This is an optimization exercise on Yosys and OpenROAD, whose aim is small area and a short achievable clock period, not a production implementation.
In this exercise RTL edits were held to simulation tests only and were not proved equivalent to the original.

run 1:
// systolic_array
module systolic_array #(
    parameter M           = 5,
    parameter N           = 3,
    parameter K           = 4,
    parameter DATA_WIDTH  = 32
) (
    input clk,
    input rst_n,
    input [DATA_WIDTH*M-1:0] X,
    input [DATA_WIDTH*K-1:0] W,
    output reg [DATA_WIDTH*M*K-1:0] Y,
    output done
);
Settings: LEC_CHECK=0, ABC_AREA=1, CAP_MARGIN=20, CORE_MARGIN=2, CORE_UTILIZATION=48, CTS_CLUSTER_DIAMETER=150, CTS_CLUSTER_SIZE=20, PLACE_DENSITY=0.58, SETUP_SLACK_MARGIN=5, SLEW_MARGIN=20, SYNTH_HIERARCHICAL=1; clock period 8.5 ns.
standard.sh (not shown) runs the stock make flow with config.mk's settings and CLKGATE_MAP_FILE= SYNTH_SCRIPT=/design/flow/synth_recipe.tcl, a recipe that flattens the netlist after the stock synthesis.
==> flow/flow/run.sh <==
#!/bin/bash
# The standard layout with two changes:
#  - input and output ports are buffered with plain buffers (buf_1) instead
#    of the delay cells buffer_ports picks by default;
#  - after the standard synthesis, fa_polarity.py complements some full
#    adders (a full adder is self-dual) so that fewer inverters are needed
#    between them; registers and all other cells are unchanged.
set -euo pipefail
export BUFFER_PORTS_ARGS="-buffer_cell sky130_fd_sc_hd__buf_1"
RES=orfs/results/${FLOW_PLATFORM}/systolic_array/base
bash standard.sh synth > make_synth.log 2>&1
python3 flow/fa_polarity.py $RES/1_2_yosys.v $RES/1_2_yosys.pol.v > fa_polarity.log 2>&1
cp $RES/1_2_yosys.v 1_2_yosys.standard.v
mv $RES/1_2_yosys.pol.v $RES/1_2_yosys.v
rm -f $RES/1_synth.odb $RES/1_synth.sdc
bash standard.sh > make_layout.log 2>&1
==> flow/flow/fa_polarity.py <==
#!/usr/bin/env python3
"""Remove inverters around full adders in a mapped netlist.

A full adder is self-dual: complementing its three inputs complements both
outputs.  This script chooses, for each sky130 fa cell, whether to use it in
complemented form so that as few inverters as possible are needed, removes
the netlist's inverters (inv/clkinv) and inserts one inverter per net that
still needs a complemented copy.  Registers, ports and every other cell are
left as they are; the netlist computes the same function.

usage: fa_polarity.py IN.v OUT.v
"""
import re, sys, random, collections

src = open(sys.argv[1]).read()
cell_re = re.compile(r'^(\s*)(sky130_fd_sc_hd__\w+)\s+(\S+)\s*\((.*?)\);\s*$', re.S | re.M)
pin_re = re.compile(r'\.(\w+)\(([^()]*)\)')
OUTPINS = {'X', 'Y', 'Q', 'Q_N', 'SUM', 'COUT', 'HI', 'LO'}

m = re.search(r'^\s*module\s+(\w+)\s*\(([^)]*)\);', src, re.M)
ports = set(p.strip() for p in m.group(2).split(','))
def is_port_net(n):
    base = n.split('[')[0].strip()
    return base in ports

cells = []   # [typ, name, pins(dict pin->net), span]
for mm in cell_re.finditer(src):
    typ = mm.group(2).split('__')[1]
    pins = {p: n.strip() for p, n in pin_re.findall(mm.group(4))}
    cells.append([typ, mm.group(3), pins, mm.span()])

def is_inv(t): return re.match(r'(clk)?inv_\d+$', t) is not None
def is_fa(t): return re.match(r'fa_\d+$', t) is not None

drv = {}
for i, (t, n, pins, _) in enumerate(cells):
    for p, net in pins.items():
        if p in OUTPINS:
            drv[net] = i
# inverters we may remove: those whose output is not a port
removable = set()
for i, (t, n, pins, _) in enumerate(cells):
    if is_inv(t) and not is_port_net(pins['Y']):
        removable.add(i)

def source(net):
    par = 0
    seen = 0
    while net in drv and drv[net] in removable:
        par ^= 1
        net = cells[drv[net]][2]['A']
        seen += 1
        assert seen < 100
    return net, par

# every input pin of a kept cell: (cell, pin, source net, parity)
uses = []
for i, (t, n, pins, _) in enumerate(cells):
    if i in removable:
        continue
    for p, net in pins.items():
        if p in OUTPINS:
            continue
        if not (net.startswith('_') or net.startswith('\\') or re.match(r'[A-Za-z]', net)):
            continue  # constants
        s, par = source(net)
        uses.append((i, p, s, par))

fas = [i for i, c in enumerate(cells) if is_fa(c[0])]
flip = collections.defaultdict(int)
bysrc = collections.defaultdict(list)
for u in uses:
    bysrc[u[2]].append(u)

def netcost(s):
    d = drv.get(s)
    fd = flip[d] if d is not None else 0
    need1 = any(par ^ fd ^ flip[i] for (i, p, _, par) in bysrc[s])
    return 1 if need1 else 0

famnets = collections.defaultdict(set)
for s, us in bysrc.items():
    d = drv.get(s)
    if d is not None and is_fa(cells[d][0]):
        famnets[d].add(s)
    for (i, p, _, par) in us:
        if is_fa(cells[i][0]):
            famnets[i].add(s)

def total():
    return sum(netcost(s) for s in bysrc)

before = total()
rng = random.Random(1)
best = before
order = list(fas)
for rnd in range(40):
    rng.shuffle(order)
    changed = False
    for f in order:
        nets = famnets[f]
        b = sum(netcost(s) for s in nets)
        flip[f] ^= 1
        a = sum(netcost(s) for s in nets)
        if a < b or (a == b and rng.random() < 0.3):
            changed = changed or a < b
        else:
            flip[f] ^= 1
    cur = total()
    if cur < best:
        best = cur
        bestflip = dict(flip)
    if rnd > 10 and not changed:
        break
if best < before:
    flip = collections.defaultdict(int, bestflip)
else:
    flip = collections.defaultdict(int)
after = total()

# rewrite
newinv = {}
newwires = []
def inverted(s):
    if s not in newinv:
        k = len(newinv)
        w = f"_polinv{k}_"
        newinv[s] = w
        newwires.append(w)
    return newinv[s]

out_cells = {}
for i, (t, n, pins, span) in enumerate(cells):
    if i in removable:
        out_cells[i] = None
        continue
    np = dict(pins)
    for p, net in pins.items():
        if p in OUTPINS:
            continue
    out_cells[i] = np
for (i, p, s, par) in uses:
    d = drv.get(s)
    fd = flip[d] if d is not None else 0
    need = par ^ fd ^ flip[i]
    out_cells[i][p] = inverted(s) if need else s

def esc(v):
    return v + " " if v.startswith("\\") else v

def fmt(t, n, pins, indent):
    body = ",\n".join(f"{indent}  .{p}({esc(v)})" for p, v in pins.items())
    return f"{indent}sky130_fd_sc_hd__{t} {n} (\n{body}\n{indent});"

pieces = []
last = 0
for i, (t, n, pins, span) in enumerate(cells):
    pieces.append(src[last:span[0]])
    last = span[1]
    if out_cells[i] is None:
        continue
    # keep original formatting of the instance, only pin values change
    indent = re.match(r'\s*', src[span[0]:span[1]]).group(0).lstrip('\n')
    pieces.append("\n" + fmt(t, n, out_cells[i], indent if indent else "  "))
pieces.append(src[last:])
text = "".join(pieces)
# declarations and new inverters
decl = "".join(f"  wire {w};\n" for w in newwires)
insts = "".join(f"  sky130_fd_sc_hd__inv_1 _polinvc{k}_ (\n    .A({esc(s)}),\n    .Y({w})\n  );\n"
                for k, (s, w) in enumerate(newinv.items()))
pos = text.rfind("endmodule")
text = text[:pos] + insts + text[pos:]
# wires right after the module's port list declarations: before first cell
first = cell_re.search(text).start()
text = text[:first] + "\n" + decl + text[first:]
open(sys.argv[2], "w").write(text)
print(f"fa_polarity: {len(fas)} full adders, {sum(flip.values())} complemented; "
      f"inverters {len(removable)} removable -> {len(newinv)} inserted (cost before flips {before})",
      file=sys.stderr)
Changes in run 2 relative to run 1:
- PLACE_DENSITY changed from 0.58 to 0.6
- CORE_UTILIZATION changed from 48 to 50
- GPL_TIMING_DRIVEN newly set to 0
--- a/flow/flow/fa_polarity.py
+++ b/flow/flow/fa_polarity.py
@@ -3,5 +3,6 @@
 
 A full adder is self-dual: complementing its three inputs complements both
-outputs.  This script chooses, for each sky130 fa cell, whether to use it in
+outputs; an XOR gate absorbs an inverted input or output by becoming XNOR
+(and back).  This script chooses, for each sky130 fa and xor/xnor cell, whether to use it in
 complemented form so that as few inverters as possible are needed, removes
 the netlist's inverters (inv/clkinv) and inserts one inverter per net that
@@ -32,4 +33,5 @@
 def is_inv(t): return re.match(r'(clk)?inv_\d+$', t) is not None
 def is_fa(t): return re.match(r'fa_\d+$', t) is not None
+def is_xor(t): return re.match(r'x(n)?or2_[124]$', t) is not None
 
 drv = {}
@@ -67,5 +69,5 @@
         uses.append((i, p, s, par))
 
-fas = [i for i, c in enumerate(cells) if is_fa(c[0])]
+fas = [i for i, c in enumerate(cells) if is_fa(c[0]) or is_xor(c[0])]
 flip = collections.defaultdict(int)
 bysrc = collections.defaultdict(list)
@@ -76,5 +78,5 @@
     d = drv.get(s)
     fd = flip[d] if d is not None else 0
-    need1 = any(par ^ fd ^ flip[i] for (i, p, _, par) in bysrc[s])
+    need1 = any(par ^ fd ^ flip[i] for (i, p, _, par) in bysrc[s] if not is_xor(cells[i][0]))
     return 1 if need1 else 0
 
@@ -82,5 +84,5 @@
 for s, us in bysrc.items():
     d = drv.get(s)
-    if d is not None and is_fa(cells[d][0]):
+    if d is not None and (is_fa(cells[d][0]) or is_xor(cells[d][0])):
         famnets[d].add(s)
     for (i, p, _, par) in us:
@@ -140,9 +142,22 @@
             continue
     out_cells[i] = np
+xtog = collections.defaultdict(int)
 for (i, p, s, par) in uses:
     d = drv.get(s)
     fd = flip[d] if d is not None else 0
+    if is_xor(cells[i][0]):
+        xtog[i] ^= par ^ fd
+        out_cells[i][p] = s
+        continue
     need = par ^ fd ^ flip[i]
     out_cells[i][p] = inverted(s) if need else s
+for i, c in enumerate(cells):
+    if is_xor(c[0]) and (xtog[i] ^ flip[i]):
+        c[0] = c[0].replace("xnor2", "XX").replace("xor2", "xnor2").replace("XX", "xor2")
+        pn = out_cells[i]
+        if "X" in pn:
+            out_cells[i] = {("Y" if k == "X" else k): v for k, v in pn.items()}
+        else:
+            out_cells[i] = {("X" if k == "Y" else k): v for k, v in pn.items()}
 
 def esc(v):
### Flow results
Run 1 → run 2: setup slack shrank by 0.29 ns, post-synthesis to final-layout area growth grew by 7.2 points, utilization grew by 5.9 points. Cmp run 2 and run 1 / global placer's final weighted congestion / lower: run 1.
[inputs] run 3 vs run 2
- removing GPL_TIMING_DRIVEN (formerly 0)
--- a/flow/flow/fa_polarity.py
+++ b/flow/flow/fa_polarity.py
@@ -3,6 +3,5 @@
 
 A full adder is self-dual: complementing its three inputs complements both
-outputs; an XOR gate absorbs an inverted input or output by becoming XNOR
-(and back).  This script chooses, for each sky130 fa and xor/xnor cell, whether to use it in
+outputs.  This script chooses, for each sky130 fa cell, whether to use it in
 complemented form so that as few inverters as possible are needed, removes
 the netlist's inverters (inv/clkinv) and inserts one inverter per net that
@@ -33,5 +32,4 @@
 def is_inv(t): return re.match(r'(clk)?inv_\d+$', t) is not None
 def is_fa(t): return re.match(r'fa_\d+$', t) is not None
-def is_xor(t): return re.match(r'x(n)?or2_[124]$', t) is not None
 
 drv = {}
@@ -69,5 +67,5 @@
         uses.append((i, p, s, par))
 
-fas = [i for i, c in enumerate(cells) if is_fa(c[0]) or is_xor(c[0])]
+fas = [i for i, c in enumerate(cells) if is_fa(c[0])]
 flip = collections.defaultdict(int)
 bysrc = collections.defaultdict(list)
@@ -78,5 +76,5 @@
     d = drv.get(s)
     fd = flip[d] if d is not None else 0
-    need1 = any(par ^ fd ^ flip[i] for (i, p, _, par) in bysrc[s] if not is_xor(cells[i][0]))
+    need1 = any(par ^ fd ^ flip[i] for (i, p, _, par) in bysrc[s])
     return 1 if need1 else 0
 
@@ -84,5 +82,5 @@
 for s, us in bysrc.items():
     d = drv.get(s)
-    if d is not None and (is_fa(cells[d][0]) or is_xor(cells[d][0])):
+    if d is not None and is_fa(cells[d][0]):
         famnets[d].add(s)
     for (i, p, _, par) in us:
@@ -142,22 +140,9 @@
             continue
     out_cells[i] = np
-xtog = collections.defaultdict(int)
 for (i, p, s, par) in uses:
     d = drv.get(s)
     fd = flip[d] if d is not None else 0
-    if is_xor(cells[i][0]):
-        xtog[i] ^= par ^ fd
-        out_cells[i][p] = s
-        continue
     need = par ^ fd ^ flip[i]
     out_cells[i][p] = inverted(s) if need else s
-for i, c in enumerate(cells):
-    if is_xor(c[0]) and (xtog[i] ^ flip[i]):
-        c[0] = c[0].replace("xnor2", "XX").replace("xor2", "xnor2").replace("XX", "xor2")
-        pn = out_cells[i]
-        if "X" in pn:
-            out_cells[i] = {("Y" if k == "X" else k): v for k, v in pn.items()}
-        else:
-            out_cells[i] = {("X" if k == "Y" else k): v for k, v in pn.items()}
 
 def esc(v):
No stage failed in run 3, and the final checks on the layout all came back clean. Comparing the two runs side by side, run 3 comes out ahead of run 2 on number of vias after detailed routing. Of run 3 and run 2, the higher number of ordinary inverters in the final layout belongs to run 3. In run 3 the hold slack turned out 0.0061 ns higher than in run 2. Number of placed instances, taps included: run 3 vs run 2 down 509. Summary of run 3 over run 2: design area fell by 6.3%; setup slack after layout rose by 0.31 ns.
The following lists how run 4 was set up differently from run 3:
- CORE_UTILIZATION changed from 50 to 55
- PLACE_DENSITY changed from 0.6 to 0.65
==> results.txt <==
- The lower non-clock buffer count came out of run 3.
- Re met1 usage: run 4 is 6.0 points up on run 3.
- Run 3 ended up with flip-flop to flip-flop as its critical path class; run 4 ended up with flip-flop to primary output.
- Between run 3 and run 4, layout overhead on the synthesized area is lower for run 3, run 4 comes in above that.
- Run 4 vs run 3, launching instance or port of the critical path: Y[360] vs wcp[1].wc.q[23]
- Changes observed in run 4 relative to run 3: setup slack down 0.035 ns, wire length now larger.
Input-level comparison between run 5 and run 4:
- PLACE_DENSITY now 0.6, was 0.65
- CORE_UTILIZATION now 50, was 55
--- a/flow/flow/fa_polarity.py
+++ b/flow/flow/fa_polarity.py
@@ -3,4 +3,6 @@
 
 A full adder is self-dual: complementing its three inputs complements both
+outputs; an XOR gate absorbs an inverted input or output by becoming XNOR
+(and back).
 outputs.  This script chooses, for each sky130 fa cell, whether to use it in
 complemented form so that as few inverters as possible are needed, removes
@@ -32,4 +34,5 @@
 def is_inv(t): return re.match(r'(clk)?inv_\d+$', t) is not None
 def is_fa(t): return re.match(r'fa_\d+$', t) is not None
+def is_xor(t): return re.match(r'x(n)?or2_[124]$', t) is not None
 
 drv = {}
@@ -67,5 +70,5 @@
         uses.append((i, p, s, par))
 
-fas = [i for i, c in enumerate(cells) if is_fa(c[0])]
+fas = [i for i, c in enumerate(cells) if is_fa(c[0]) or is_xor(c[0])]
 flip = collections.defaultdict(int)
 bysrc = collections.defaultdict(list)
@@ -76,5 +79,5 @@
     d = drv.get(s)
     fd = flip[d] if d is not None else 0
-    need1 = any(par ^ fd ^ flip[i] for (i, p, _, par) in bysrc[s])
+    need1 = any(par ^ fd ^ flip[i] for (i, p, _, par) in bysrc[s] if not is_xor(cells[i][0]))
     return 1 if need1 else 0
 
@@ -82,5 +85,5 @@
 for s, us in bysrc.items():
     d = drv.get(s)
-    if d is not None and is_fa(cells[d][0]):
+    if d is not None and (is_fa(cells[d][0]) or is_xor(cells[d][0])):
         famnets[d].add(s)
     for (i, p, _, par) in us:
@@ -140,9 +143,22 @@
             continue
     out_cells[i] = np
+xtog = collections.defaultdict(int)
 for (i, p, s, par) in uses:
     d = drv.get(s)
     fd = flip[d] if d is not None else 0
+    if is_xor(cells[i][0]):
+        xtog[i] ^= par ^ fd
+        out_cells[i][p] = s
+        continue
     need = par ^ fd ^ flip[i]
     out_cells[i][p] = inverted(s) if need else s
+for i, c in enumerate(cells):
+    if is_xor(c[0]) and (xtog[i] ^ flip[i]):
+        c[0] = c[0].replace("xnor2", "XX").replace("xor2", "xnor2").replace("XX", "xor2")
+        pn = out_cells[i]
+        if "X" in pn:
+            out_cells[i] = {("Y" if k == "X" else k): v for k, v in pn.items()}
+        else:
+            out_cells[i] = {("X" if k == "Y" else k): v for k, v in pn.items()}
 
 def esc(v):
==> comparison <==
Worst setup slack: run 4 vs run 5, no meaningful difference
Going from run 4 to run 5, wire length per cell shrank by a few percent.
For number of setup buffers added after CTS, dividing the value from run 4 by the value from run 5 gives 1.4.
Inputs modified between run 5 and run 6:
- GPL_ROUTABILITY_DRIVEN newly set to 0
--- a/flow/flow/fa_polarity.py
+++ b/flow/flow/fa_polarity.py
@@ -4,6 +4,5 @@
 A full adder is self-dual: complementing its three inputs complements both
 outputs; an XOR gate absorbs an inverted input or output by becoming XNOR
-(and back).
-outputs.  This script chooses, for each sky130 fa cell, whether to use it in
+(and back).  This script chooses, for each sky130 fa and xor/xnor cell, whether to use it in
 complemented form so that as few inverters as possible are needed, removes
 the netlist's inverters (inv/clkinv) and inserts one inverter per net that
### Flow results
Total routing resource utilization after global routing (lower): run 6. Between run 5 and run 6, highest clock rate is higher for run 6, run 5 comes in under that. When run 6 is set beside run 5, its number of buffers inserted during clock tree synthesis turns out to be about 0.9% larger. | count of plain and timing-repair buffers | higher: run 5 |.

## afterwards: timing with drivers on the ports
Ports are ideal in the flow. The routed layouts listed here were re-timed in OpenROAD.
Step 1 sets driving cells, clkbuf_16 on the clock port and buf_2 on the other inputs (assumed; they add their load-dependent delay and slew).
Step 2 moves the port delays by t, midway between the first and last clock arrival at a register: inputs arrive t later, outputs are due t later. That takes back most of the time a late clock gives input paths.
Three values: ideal, step 1, step 2; two values: the first two.
run	t, ns	setup WS [ns]	clock arrival spread, ns	slew at the worst register clock pin (ns)
run 1	0.944	5.018 / 4.957 / 5.018	0.077 / 0.077	0.11 / 0.11
run 2	0.981	4.723 / 4.723 / 4.723	0.074 / 0.074	0.11 / 0.11
run 3	0.952	5.033 / 4.935 / 5.033	0.070 / 0.070	0.11 / 0.11
run 4	0.932	4.998 / 4.897 / 5.003	0.094 / 0.094	0.10 / 0.10
run 5	0.956	4.996 / 4.897 / 4.996	0.074 / 0.075	0.11 / 0.11
run 6	0.955	5.011 / 4.912 / 5.011	0.077 / 0.076	0.10 / 0.10
After both steps every run listed still meets setup and hold.
